This design comes from an exercise in tuning for small area, a short achievable clock period and few clock cycles per item on the open sky130 flow, not from production work.
For this run, only the layout was checked, not whether the RTL still works.
Power is estimated from default activity; no workload was simulated.

--- run.sh ---
#!/bin/bash
# synth_recipe.tcl (not shown) runs the flow's synth.tcl, then flattens the netlist and writes it again
# the make line also repeats each setting of config.mk as NAME=value (left out here)
make -C /OpenROAD-flow-scripts/flow DESIGN_CONFIG=/design/flow/config.mk WORK_HOME=/design/flow/orfs CLKGATE_MAP_FILE= SYNTH_SCRIPT=/design/flow/synth_recipe.tcl finish
--- config.mk ---
export PLATFORM = sky130hd
export DESIGN_NAME = rs_mul
export DESIGN_NICKNAME = rs_mul
export VERILOG_FILES = /design/flow/design.v
export SDC_FILE = /design/flow/constraint.sdc
export NUM_CORES = 8
export LEC_CHECK = 0
export CAP_MARGIN = 40
export CORE_MARGIN = 2
export CORE_UTILIZATION = 40
export SETUP_SLACK_MARGIN = 5
export SLEW_MARGIN = 40
--- constraint.sdc ---
create_clock -name core_clock -period 10.0 [get_ports {clk}]
set_input_delay 2.0000 -clock core_clock [delete_from_list [all_inputs] [get_ports {clk}]]
set_output_delay 2.0000 -clock core_clock [all_outputs]
set_load 0.01 [all_outputs]
--- design.v ---
module rs_mul
#(
    parameter int RS_COUNT = 2,
    parameter ROB_DEPTH = 32,
    parameter TAG_LEN = $clog2(ROB_DEPTH) - 1
)(
    input logic clk,
    input logic rst,branch_mispredicted,
    input logic [TAG_LEN:0] cdb_tag1,cdb_tag2, cdb_tag3,cdb_tag4,
    input logic [31:0] cdb_result1,cdb_result2,cdb_result3,cdb_result4,
    input logic update_add,update_rob,update_lsq,update_bp,
    input logic dis_valid,
    input logic [1:0] dis_rs_type,
    input logic [4:0] dis_aluop,
    input logic dis_rs1_rdy, dis_rs2_rdy,
    input logic [TAG_LEN:0] dis_Qj, dis_Qk, dis_rob_num,
    input logic [31:0] dis_rs1_data, dis_rs2_data,
    output logic mul_rdy,mul_full,
    output logic [TAG_LEN:0] rob_num_mul,
    output  logic [31:0] rs1m,rs2m,
    output logic [31:0] result_mul
);
localparam int NE = RS_COUNT;
localparam int IW = (NE > 1) ? $clog2(NE) : 1;
wire flush = rst | branch_mispredicted;
logic [NE-1:0] busy, r1, r2, iss;
logic [2:0]  opc [NE];       
logic [4:0]  q1 [NE], q2 [NE], rob [NE];
logic [31:0] v1 [NE], v2 [NE];
logic          nxt_any;      
logic [IW-1:0] nxt_sel;      
logic        out_valid;
logic [4:0]  out_rob;
logic [31:0] out_res, out_a, out_b;
logic          w_valid, w_div, w_hi, w_neg;
logic [IW-1:0] w_idx;
logic          e_busy;       
logic [IW-1:0] e_idx;
logic          e_div;
logic          e_first;      
logic          e_align;      
logic [5:0]    e_cnt;        
logic [14:0]   e_bc;         
logic          e_swap;       
logic          e_hi;         
logic          e_neg;        
logic          e_bn;         
logic          e_dz;         
logic [5:0]    e_bla, e_blb;  
logic [32:0]   M;            
logic [34:0]   D;            
logic [63:0]   S, C;         
assign mul_rdy     = out_valid;
assign rob_num_mul = out_rob;
assign result_mul  = out_res;
assign rs1m        = out_a;
assign rs2m        = out_b;
logic [NE-1:0] freeing;
always_comb for (int i = 0; i < NE; i++) freeing[i] = w_valid & (w_idx == IW'(i));
logic [NE-1:0] avail;
assign avail = ~busy | freeing;
assign mul_full = ~|avail;
logic [NE-1:0] alloc;
always_comb begin
    alloc = '0;
    for (int i = NE-1; i >= 0; i--) if (avail[i]) alloc = NE'(1) << i;
end
logic pres;      
assign pres = dis_valid & (dis_rs_type == 2'b01);
function automatic logic [4:0] tmatch(input logic [4:0] t);
    tmatch[0] = out_valid  & (t == out_rob);
    tmatch[1] = update_rob & (t == cdb_tag1);
    tmatch[2] = update_add & (t == cdb_tag2);
    tmatch[3] = update_lsq & (t == cdb_tag3);
    tmatch[4] = update_bp  & (t == cdb_tag4);
endfunction
function automatic logic [31:0] tval(input logic [4:0] m);
    tval = ({32{m[0]}} & out_res) | ({32{m[1]}} & cdb_result1) | ({32{m[2]}} & cdb_result2)
         | ({32{m[3]}} & cdb_result3) | ({32{m[4]}} & cdb_result4);
endfunction
logic [4:0] dm1, dm2;
assign dm1 = dis_rs1_rdy ? 5'd0 : tmatch(dis_Qj);
assign dm2 = dis_rs2_rdy ? 5'd0 : tmatch(dis_Qk);
logic [31:0] dval1, dval2;
assign dval1 = ({32{dis_rs1_rdy}} & dis_rs1_data) | tval(dm1);
assign dval2 = ({32{dis_rs2_rdy}} & dis_rs2_data) | tval(dm2);
logic [2:0] dis_opc;
assign dis_opc = (dis_aluop[4] | dis_aluop[2]) ? {1'b1, dis_aluop[4], dis_aluop[0]}
                                               : {1'b0, dis_aluop[1:0]};
logic can_issue;
assign can_issue = nxt_any & (~e_busy | (~e_align & (e_cnt == 6'd0)));
logic [NE-1:0] busy_n, r1_n, r2_n, iss_n, rdy_n, cap1, cap2;
logic [31:0]   cv1 [NE], cv2 [NE];
always_comb begin
    for (int i = 0; i < NE; i++) begin
        logic [4:0] m1, m2;
        m1 = r1[i] ? 5'd0 : tmatch(q1[i]);
        m2 = r2[i] ? 5'd0 : tmatch(q2[i]);
        cap1[i] = |m1;
        cap2[i] = |m2;
        cv1[i] = tval(m1);
        cv2[i] = tval(m2);
        if (alloc[i]) begin
            busy_n[i] = pres;
            iss_n[i]  = 1'b0;
            r1_n[i]   = dis_rs1_rdy | (|dm1);
            r2_n[i]   = dis_rs2_rdy | (|dm2);
        end else begin
            busy_n[i] = busy[i] & ~freeing[i];
            iss_n[i]  = iss[i] | (can_issue & (nxt_sel == IW'(i)));
            r1_n[i]   = r1[i] | cap1[i];
            r2_n[i]   = r2[i] | cap2[i];
        end
        rdy_n[i] = busy_n[i] & r1_n[i] & r2_n[i] & ~iss_n[i];
    end
end
logic [31:0] pa, pb;
logic [2:0]  popc;
assign pa = v1[nxt_sel];
assign pb = v2[nxt_sel];
assign popc = opc[nxt_sel];
function automatic logic [2:0] dfit(input logic [32:0] x);
    for (int k = 1; k <= 3; k++) begin
        logic [32:0] t;
        t = $signed(x) >>> (8*k);
        dfit[k-1] = (t == 33'd0) || (t == {33{1'b1}});
    end
endfunction
function automatic logic [14:0] benc(input logic [8:0] d);
    logic [9:0] e;
    e = {d, 1'b0};
    for (int i = 0; i < 5; i++) begin
        logic [2:0] g;
        g = (i == 4) ? {d[8], d[8], d[7]} : e[2*i +: 3];
        benc[3*i]   = g[0] ^ g[1];
        benc[3*i+1] = (g == 3'b011) | (g == 3'b100);
        benc[3*i+2] = g[2];
    end
endfunction
logic p_sa, p_sb;
assign p_sa = (popc[1:0] != 2'b11);
assign p_sb = ~popc[1];
logic [32:0] pX, pY;
assign pX = {p_sa & pa[31], pa};
assign pY = {p_sb & pb[31], pb};
logic [2:0] p_fx, p_fy, p_fm;
assign p_fx = dfit(pX);
assign p_fy = dfit(pY);
assign p_fm = p_fx | p_fy;
logic p_swap;        
assign p_swap = |(p_fx & ~p_fy);
logic [3:0] p_pos;   
assign p_pos = {~p_fm[2], p_fm[2] & ~p_fm[1], p_fm[1] & ~p_fm[0], p_fm[0]};
logic [1:0] p_mn1;
assign p_mn1 = {~p_fm[1], ~p_fm[2] | (p_fm[1] & ~p_fm[0])};
logic [8:0] p_dx, p_dy;
assign p_dx = ({9{p_pos[0]}} & pX[8:0])   | ({9{p_pos[1]}} & pX[16:8])
            | ({9{p_pos[2]}} & pX[24:16]) | ({9{p_pos[3]}} & pX[32:24]);
assign p_dy = ({9{p_pos[0]}} & pY[8:0])   | ({9{p_pos[1]}} & pY[16:8])
            | ({9{p_pos[2]}} & pY[24:16]) | ({9{p_pos[3]}} & pY[32:24]);
logic [14:0] p_bc;
assign p_bc = benc(p_swap ? p_dx : p_dy);
function automatic logic [5:0] blen(input logic [31:0] x);
    blen = 6'd0;
    for (int k = 0; k < 32; k++) if (x[k]) blen = k[5:0] + 6'd1;
endfunction
logic p_dsg, p_an, p_bn, p_dz;
assign p_dsg = ~popc[0];
assign p_an = p_dsg & pa[31];
assign p_bn = p_dsg & pb[31];
assign p_dz = (pb == 32'd0);
logic [5:0] p_bla, p_blb;
assign p_bla = blen(pa ^ {32{p_an}}) + {5'd0, p_an};    
assign p_blb = blen(pb ^ {32{p_bn}});                   
logic [31:0] p_amag;
assign p_amag = (pa ^ {32{p_an}}) + {31'd0, p_an};
logic [31:0] xa, xb;
assign xa = v1[e_idx];
assign xb = v2[e_idx];
logic [31:0] mP;
assign mP = e_swap ? xa : xb;
logic [7:0] nd;      
always_comb begin
    case (e_cnt[1:0])
        2'd1: nd = mP[7:0];
        2'd2: nd = mP[15:8];
        default: nd = mP[23:16];
    endcase
end
function automatic logic [34:0] brow(input logic [2:0] bc, input logic [32:0] m);
    logic [33:0] s;
    s = ({34{bc[0]}} & {m[32], m}) | ({34{bc[1]}} & {m, 1'b0});
    brow = {35{bc[2]}} ^ {s[33], s};
endfunction
function automatic logic [127:0] csa(input logic [63:0] a, input logic [63:0] b, input logic [63:0] c);
    csa[63:0]   = a ^ b ^ c;
    csa[127:64] = {(a[62:0] & b[62:0]) | (a[62:0] & c[62:0]) | (b[62:0] & c[62:0]), 1'b0};
endfunction
logic [34:0] bw [5];
logic [63:0] rw [5];
always_comb begin
    for (int i = 0; i < 5; i++) begin
        bw[i] = brow(e_bc[3*i +: 3], M);
        rw[i] = 64'($signed(bw[i])) << (2*i);
    end
end
logic [63:0] aS, aC;
assign aS = {(e_first ? 56'd0 : S[55:0]), e_bc[14], e_bc[11], 1'b0, e_bc[8], 1'b0, e_bc[5], 1'b0, e_bc[2]};
assign aC = {(e_first ? 56'd0 : C[55:0]), e_bc[14], 7'd0};
logic [127:0] l1a, l1b, l2, l3, l4;
assign l1a = csa(aS, aC, rw[0]);
assign l1b = csa(rw[1], rw[2], rw[3]);
assign l2  = csa(l1a[63:0], l1a[127:64], l1b[63:0]);
assign l3  = csa(l2[63:0], l2[127:64], l1b[127:64]);
assign l4  = csa(l3[63:0], l3[127:64], rw[4]);
logic [34:0] trial;
assign trial = {3'b0, S[31:0]} + (e_bn ? D : ~D) + {34'd0, ~e_bn};
logic dbit;
assign dbit = ~trial[34];
logic [6:0] a_sd;
assign a_sd = {1'b0, e_bla} - {1'b0, e_blb};
logic [5:0] a_s;
assign a_s = (a_sd[6] | e_dz) ? 6'd0 : a_sd[5:0];
logic [34:0] dsh;
assign dsh = {{3{e_bn & xb[31]}}, xb} << a_s;
logic [63:0] psum;
assign psum = S + C;
logic [31:0] wdiv;
assign wdiv = ((w_hi ? S[63:32] : S[31:0]) ^ {32{w_neg}}) + {31'd0, w_neg};
logic e_last;
assign e_last = e_busy & ~e_align & (e_cnt == 6'd0);
always_ff @(posedge clk) begin
    for (int i = 0; i < NE; i++) begin
        if (alloc[i]) begin
            opc[i] <= dis_opc;
            rob[i] <= dis_rob_num;
            q1[i]  <= dis_Qj;
            q2[i]  <= dis_Qk;
            v1[i]  <= dval1;
            v2[i]  <= dval2;
        end else begin
            if (cap1[i]) v1[i] <= cv1[i];
            if (cap2[i]) v2[i] <= cv2[i];
        end
    end
    r1 <= r1_n;
    r2 <= r2_n;
    if (w_valid) begin
        out_res <= w_div ? wdiv : (w_hi ? psum[63:32] : psum[31:0]);
        out_a   <= v1[w_idx];
        out_b   <= v2[w_idx];
        out_rob <= rob[w_idx];
    end
    if (e_last) begin
        w_idx <= e_idx;
        w_div <= e_div;
        w_hi  <= e_hi;
        w_neg <= e_neg;
    end
    if (e_busy) begin
        if (e_div) begin
            if (e_align) begin
                S <= {{32{e_dz}}, M[31:0]};
                D <= dsh;
                e_cnt <= a_s;
                e_align <= 1'b0;
            end else begin
                S <= {S[62:32], dbit, dbit ? trial[31:0] : S[31:0]};
                D <= {D[34], D[34:1]};
                e_cnt <= e_cnt - 6'd1;
            end
        end else begin
            S <= l4[63:0];
            C <= l4[127:64];
            e_bc <= benc({1'b0, nd});
            e_first <= 1'b0;
            e_cnt <= e_cnt - 6'd1;
        end
    end
    if (can_issue) begin
        e_idx   <= nxt_sel;
        e_div   <= popc[2];
        e_first <= 1'b1;
        e_align <= popc[2];
        if (popc[2]) begin
            M      <= {1'b0, p_amag};
            e_hi   <= ~popc[1];
            e_neg  <= popc[1] ? p_an : ((p_an ^ p_bn) & ~p_dz);
            e_bn   <= p_bn;
            e_dz   <= p_dz;
            e_bla  <= p_bla;
            e_blb  <= p_blb;
        end else begin
            M      <= p_swap ? pY : pX;
            e_cnt  <= {4'b0, p_mn1};
            e_bc   <= p_bc;
            e_swap <= p_swap;
            e_hi   <= (popc[1:0] != 2'b00);
        end
    end
    if (flush) begin
        busy <= '0;
        iss <= '0;
        nxt_any <= 1'b0;
        e_busy <= 1'b0;
        w_valid <= 1'b0;
        out_valid <= 1'b0;
    end else begin
        busy <= busy_n;
        iss <= iss_n;
        nxt_any <= |rdy_n;
        nxt_sel <= '0;
        for (int i = NE-1; i >= 0; i--) if (rdy_n[i]) nxt_sel <= IW'(i);
        e_busy <= can_issue | (e_busy & ~e_last);
        w_valid <= e_last;
        out_valid <= w_valid;
    end
end
endmodule
==> metrics.sh <==
STATUS='finished clean'
CLOCK_TREE.HTREE_LEVEL_COUNT=2
HOLDCRITPATHCLASS='flip-flop to flip-flop'
GLOBALPLACE.CONGESTION=1.03
OVERALL_GLOBAL_ROUTING_RESOURCE_USAGE_PCT=34.2
FF2FF_SETUP_SLACK_PS=5210
POWER.DENSITY_mW_PER_MM2=235
WIRE_LENGTH_OF_THE_FIRST_GLOBAL_ROUTING_PASS_MM=331
LAYOUT-DRIVE-GT1-SHARE_PCT=9.13
CELLLEAKAGEPOWER_nW=21.1
FINALSETUPVIOLATIONS=0
FLOORPLAN_DIE_WIDTH_UM=363
TIMING.CRITICAL_PATH.FANOUT_MAX=33
REGISTER_BIT_TOTAL_FROM_SYNTHESIS=516
FINALNETCOUNT=6158
MAXIMUM_NUMBER_OF_PINS_ON_ONE_NET_BEFORE_GLOBAL_ROUTE_REPAIR=91
TIMING_MAX_TRANSITION_VIOLATIONS_FINAL=0
CLKSINKCOUNT=516
WARNING_COUNT_FROM_THE_YOSYS_RUN=11
ARRIVAL_TIME_OF_DATA_AT_THE_CRITICAL_PATH_ENDPOINT_PS=5370
MAX_FREQ_MHz=206
CRITICAL_PATH_SOURCE_TYPE='primary input'
VIASPERCELL=6.64
PERIOD_NEEDED_PS=4860
TOP_LEVEL_PORTS=347
SYNTHDISTINCTLIBCELLS=105
FINALHOLDVIOLCOUNT=0
SYNTH_ASYNC_SR_FLOP_SHARE_PCT=0
START_UTIL_PCT=40.3
MAPPEDNETLISTAREA_MM2=0.0515
WORST_SETUP_PATH_END_KIND='flip-flop'
AREA.GROWTH.SYNTH_TO_FINAL_PCT=14.1
DESIGN_POWER_TOTAL_W=0.0138
SETUP.WORST_PATH.CLASS='primary input to flip-flop'
DRV_CAP=0
PLACEABLECOREAREA_MM2=0.128
SYNTHESIS.NETS=6109
CTS_BUFFER_DEPTH=3
VIAS_IN_THE_FIRST_GLOBAL_ROUTE=46200
ROUTED_WL_MM=232
NUMPORTBUFFERS=345
YOSYSTOPAREACELL='sky130_fd_sc_hd__edfxtp_1'
GLOBALROUTE.TOTALOVERFLOW=0
LAYOUT.FILLER_CELLS=12100
RSZ0062_AT_GRT='false'
TIMING.REG2REG.WORST_PATH_DEPTH=12
SYNTHESIS.INSTANCES=5470
SYNTH-EDFF-COUNT=482
NUM_ROWS=131
PEAKVDDDROP_mV=0.211
CHIPHEIGHT_UM=363
TIMING.CLOCK.SKEW_PS=80.2
SYNTHTOPCELLSBYCOUNT='sky130_fd_sc_hd__a22oi_1, sky130_fd_sc_hd__edfxtp_1, sky130_fd_sc_hd__clkbuf_1, sky130_fd_sc_hd__nand2_1, sky130_fd_sc_hd__xnor2_1'
DETAILED_ROUTING_ITERATION_COUNT_FOR_THE_PRE_ANTENNA_REPAIR_PASS=13
DIE_AREA_MM2=0.132
CTS.ROOT.BUFFER_CELL='sky130_fd_sc_hd__clkbuf_16'
MAX-SLEW-MARGIN-REL_PCT=37.4
WORST_HOLD_SLACK_PS=485
REQUIRED_PS=10510
SYNTHESIS.AREA_PER_INSTANCE_UM2=9.42
CLK_PIN_SLEW_WORST_PATHS_PS=70
WL_PER_CELL_UM=32.0
DETAIL-ROUTE-ANTENNA-NETS=0
REMAINING_DRC_ERRORS=0
SYNTH_AREA_LEADERS='sky130_fd_sc_hd__edfxtp_1, sky130_fd_sc_hd__fa_1, sky130_fd_sc_hd__a22oi_1, sky130_fd_sc_hd__xnor2_1, sky130_fd_sc_hd__ha_1'
SYNTH.YOSYS.SEQ_AREA_SHARE_PCT=29.4
GRT_ANTENNA_BEFORE_REPAIR=21
DRTITER0DRC=7686
SYNTHMOSTINSTANTIATEDCELL='sky130_fd_sc_hd__a22oi_1'
DOMINANTREGCELLSYNTH='sky130_fd_sc_hd__edfxtp_1'
SYNTH_TOP_AREA_SHARE_PCT=28.1
FIN_CRIT_SH_PCT=48.6
PLACE_HPWL_MM=169
ROUTED-VIA-COUNT=48100
CTS_TREE='done'
LATER_PIN_CLOCK_LATENCY_IN_THE_SKEW_REPORT_PS=760
WORST_SLEW_PIN_SLEW_PS=930
CTS-BUFFERS-INSERTED=61
FIN_TNS_SETUP_PS=0
WORSTHOLDPATHCELLS=0
-- per-stage QoR --
step | util, % | area [µm²] | worst slack [ps] | instances
floorplan | - | 51500 | 5000 | 5470
global placement | 44.0 | 56200 | 4440 | 7110
detailed placement | 44.1 | 56300 | 4460 | 7113
CTS | 46.0 | 58700 | 5000 | 7232
global route | 46.0 | 58800 | 5010 | 7235
finish | 46.0 | 58800 | 5140 | 7239
-- logic make-up after synthesis --
family / count (synthesis) / synth area share [%]
compound gates: 1690 / 22.7
xor+xnor: 534 / 9.13
fa+ha+maj: 395 / 13.4
buf+inv: 776 / 5.89
flops: 516 / 29.4
mux: 319 / 7.36
simple gates: 1240 / 12.1
-- path summary, 6_finish.rpt --
kind                                 to       startpoint
setup / recovery  nxt_sel$_SDFFCE_PP0N_      cdb_tag1[0]
hold / removal           w_hi$_DFFE_PP_   e_hi$_DFFE_PP_
setup reg to reg        S[61]$_DFFE_PP_  e_bc[4]$_DFF_P_
hold reg to reg          w_hi$_DFFE_PP_   e_hi$_DFFE_PP_
-- area by class of cell --
cell class / instances / area [µm²] / share of cell area [%]
diodes: 5 / 12.5 / 0.0213
clock buffers: 74 / 1620 / 2.75
clock inverters: 42 / 649 / 1.10
inverters: 302 / 1140 / 1.94
multi-input cells: 4178 / 33700 / 57.3
flip-flops and latches: 516 / 15200 / 25.8
well taps: 1662 / 2080 / 3.54
repair buffers: 460 / 4450 / 7.57
-- repair_timing --
item,CTS,global route
setup buffers,2,2
gates resized for setup,3,12
setup endpoints to repair,7,39
hold buffers,0,0
gates cloned,1,0
-- routing by layer --
layer,share of wire [%],vias up,track usage (%),routed length (µm)
met5,0.092,-,0.0740,213
met4,7.5,30,20.3,17300
met3,10,805,7.61,23600
met2,44,3257,53.3,103000
met1,38,23500,43.4,87800
li1,-,20500,-,-
-- critical path, stage by stage --
cell	delay (ps)
sky130_fd_sc_hd__clkdlybuf4s50_1	800
sky130_fd_sc_hd__xnor2_1	190
sky130_fd_sc_hd__nand4_1	130
sky130_fd_sc_hd__o41ai_2	220
sky130_fd_sc_hd__buf_4	490
sky130_fd_sc_hd__nor3_1	90
sky130_fd_sc_hd__nand2_1	90
sky130_fd_sc_hd__buf_4	490
sky130_fd_sc_hd__o22ai_1	230
sky130_fd_sc_hd__or3_1	470
sky130_fd_sc_hd__nor2b_1	160
-- report_power, final --
group	switching [W]	leakage [nW]	total, W	internal (W)
clock	0.00108	1.09	0.00258	0.00150
sequential	0.000146	4.80	0.00299	0.00284
combinational	0.00475	15.2	0.00828	0.00353
total	0.00597	21.1	0.0138	0.00787
-- sequential cells by signal, indices dropped and copies added (netlist names), 5 cells and up --
register and cells:
out_rob 5, q2 10, e_bla 6, M 33
out_res 32, opc 6, D 35, q1 10
out_b 32, e_bc 15, C 60, rob 10
out_a 32, S 64, v1 64, v2 64
e_blb 6, e_cnt 6
-- cell usage in the layout (no fill, tap or decap), types with 15 or more instances in the layout --
cell / synthesis / routed
sky130_fd_sc_hd__a22oi_1: 492 / 492
sky130_fd_sc_hd__edfxtp_1: 482 / 482
sky130_fd_sc_hd__nand2_1: 359 / 357
sky130_fd_sc_hd__xnor2_1: 349 / 349
sky130_fd_sc_hd__clkdlybuf4s50_1: 0 / 344
sky130_fd_sc_hd__a21oi_1: 335 / 333
sky130_fd_sc_hd__inv_1: 299 / 295
sky130_fd_sc_hd__nor2_1: 259 / 258
sky130_fd_sc_hd__fa_1: 258 / 258
sky130_fd_sc_hd__o21ai_0: 225 / 224
sky130_fd_sc_hd__xor2_1: 183 / 179
sky130_fd_sc_hd__nor2b_1: 148 / 148
sky130_fd_sc_hd__mux2_2: 142 / 142
sky130_fd_sc_hd__ha_1: 137 / 137
sky130_fd_sc_hd__mux2i_1: 139 / 129
sky130_fd_sc_hd__and3_1: 105 / 105
sky130_fd_sc_hd__buf_4: 3 / 102
sky130_fd_sc_hd__a221oi_1: 77 / 77
sky130_fd_sc_hd__a21o_1: 72 / 72
sky130_fd_sc_hd__a31oi_1: 69 / 69
sky130_fd_sc_hd__a222oi_1: 69 / 69
sky130_fd_sc_hd__a32oi_1: 68 / 68
sky130_fd_sc_hd__nand3_1: 66 / 66
sky130_fd_sc_hd__clkbuf_16: 0 / 61
sky130_fd_sc_hd__a211oi_1: 60 / 60
sky130_fd_sc_hd__nor3_1: 62 / 59
sky130_fd_sc_hd__nand4_1: 46 / 46
sky130_fd_sc_hd__nand2b_1: 37 / 36
sky130_fd_sc_hd__o211ai_1: 33 / 33
sky130_fd_sc_hd__or3_1: 31 / 31
sky130_fd_sc_hd__mux4_2: 31 / 31
sky130_fd_sc_hd__dfxtp_1: 34 / 26
sky130_fd_sc_hd__o22ai_1: 25 / 25
sky130_fd_sc_hd__nor4b_2: 0 / 23
sky130_fd_sc_hd__nor4_1: 27 / 22
sky130_fd_sc_hd__o21a_1: 18 / 18
sky130_fd_sc_hd__and2_1: 17 / 15

-- what the ideal ports hide --
The flow's constraints put no driver on any port. The routed layout listed below was extracted and timed again, unchanged, in two steps.
Step 1 sets driving cells, clkbuf_16 on the clock port and buf_2 on the other inputs (assumed; they add their load-dependent delay and slew).
Step 2 moves the port delays by t, midway between the first and last clock arrival at a register: inputs arrive t later, outputs are due t later. That takes back most of the time a late clock gives input paths.
Three values: ideal ports, drivers, drivers and shift; two values: the first two.
t (ns): 0.814
setup slack, ns: 5.139 / 5.051 / 4.386
latest minus earliest clock arrival (ns): 0.081 / 0.081
After both steps setup and hold are still met in this run. For this run, drivers alone change the setup slack by -0.088 ns; drivers and shift together by -0.753 ns.
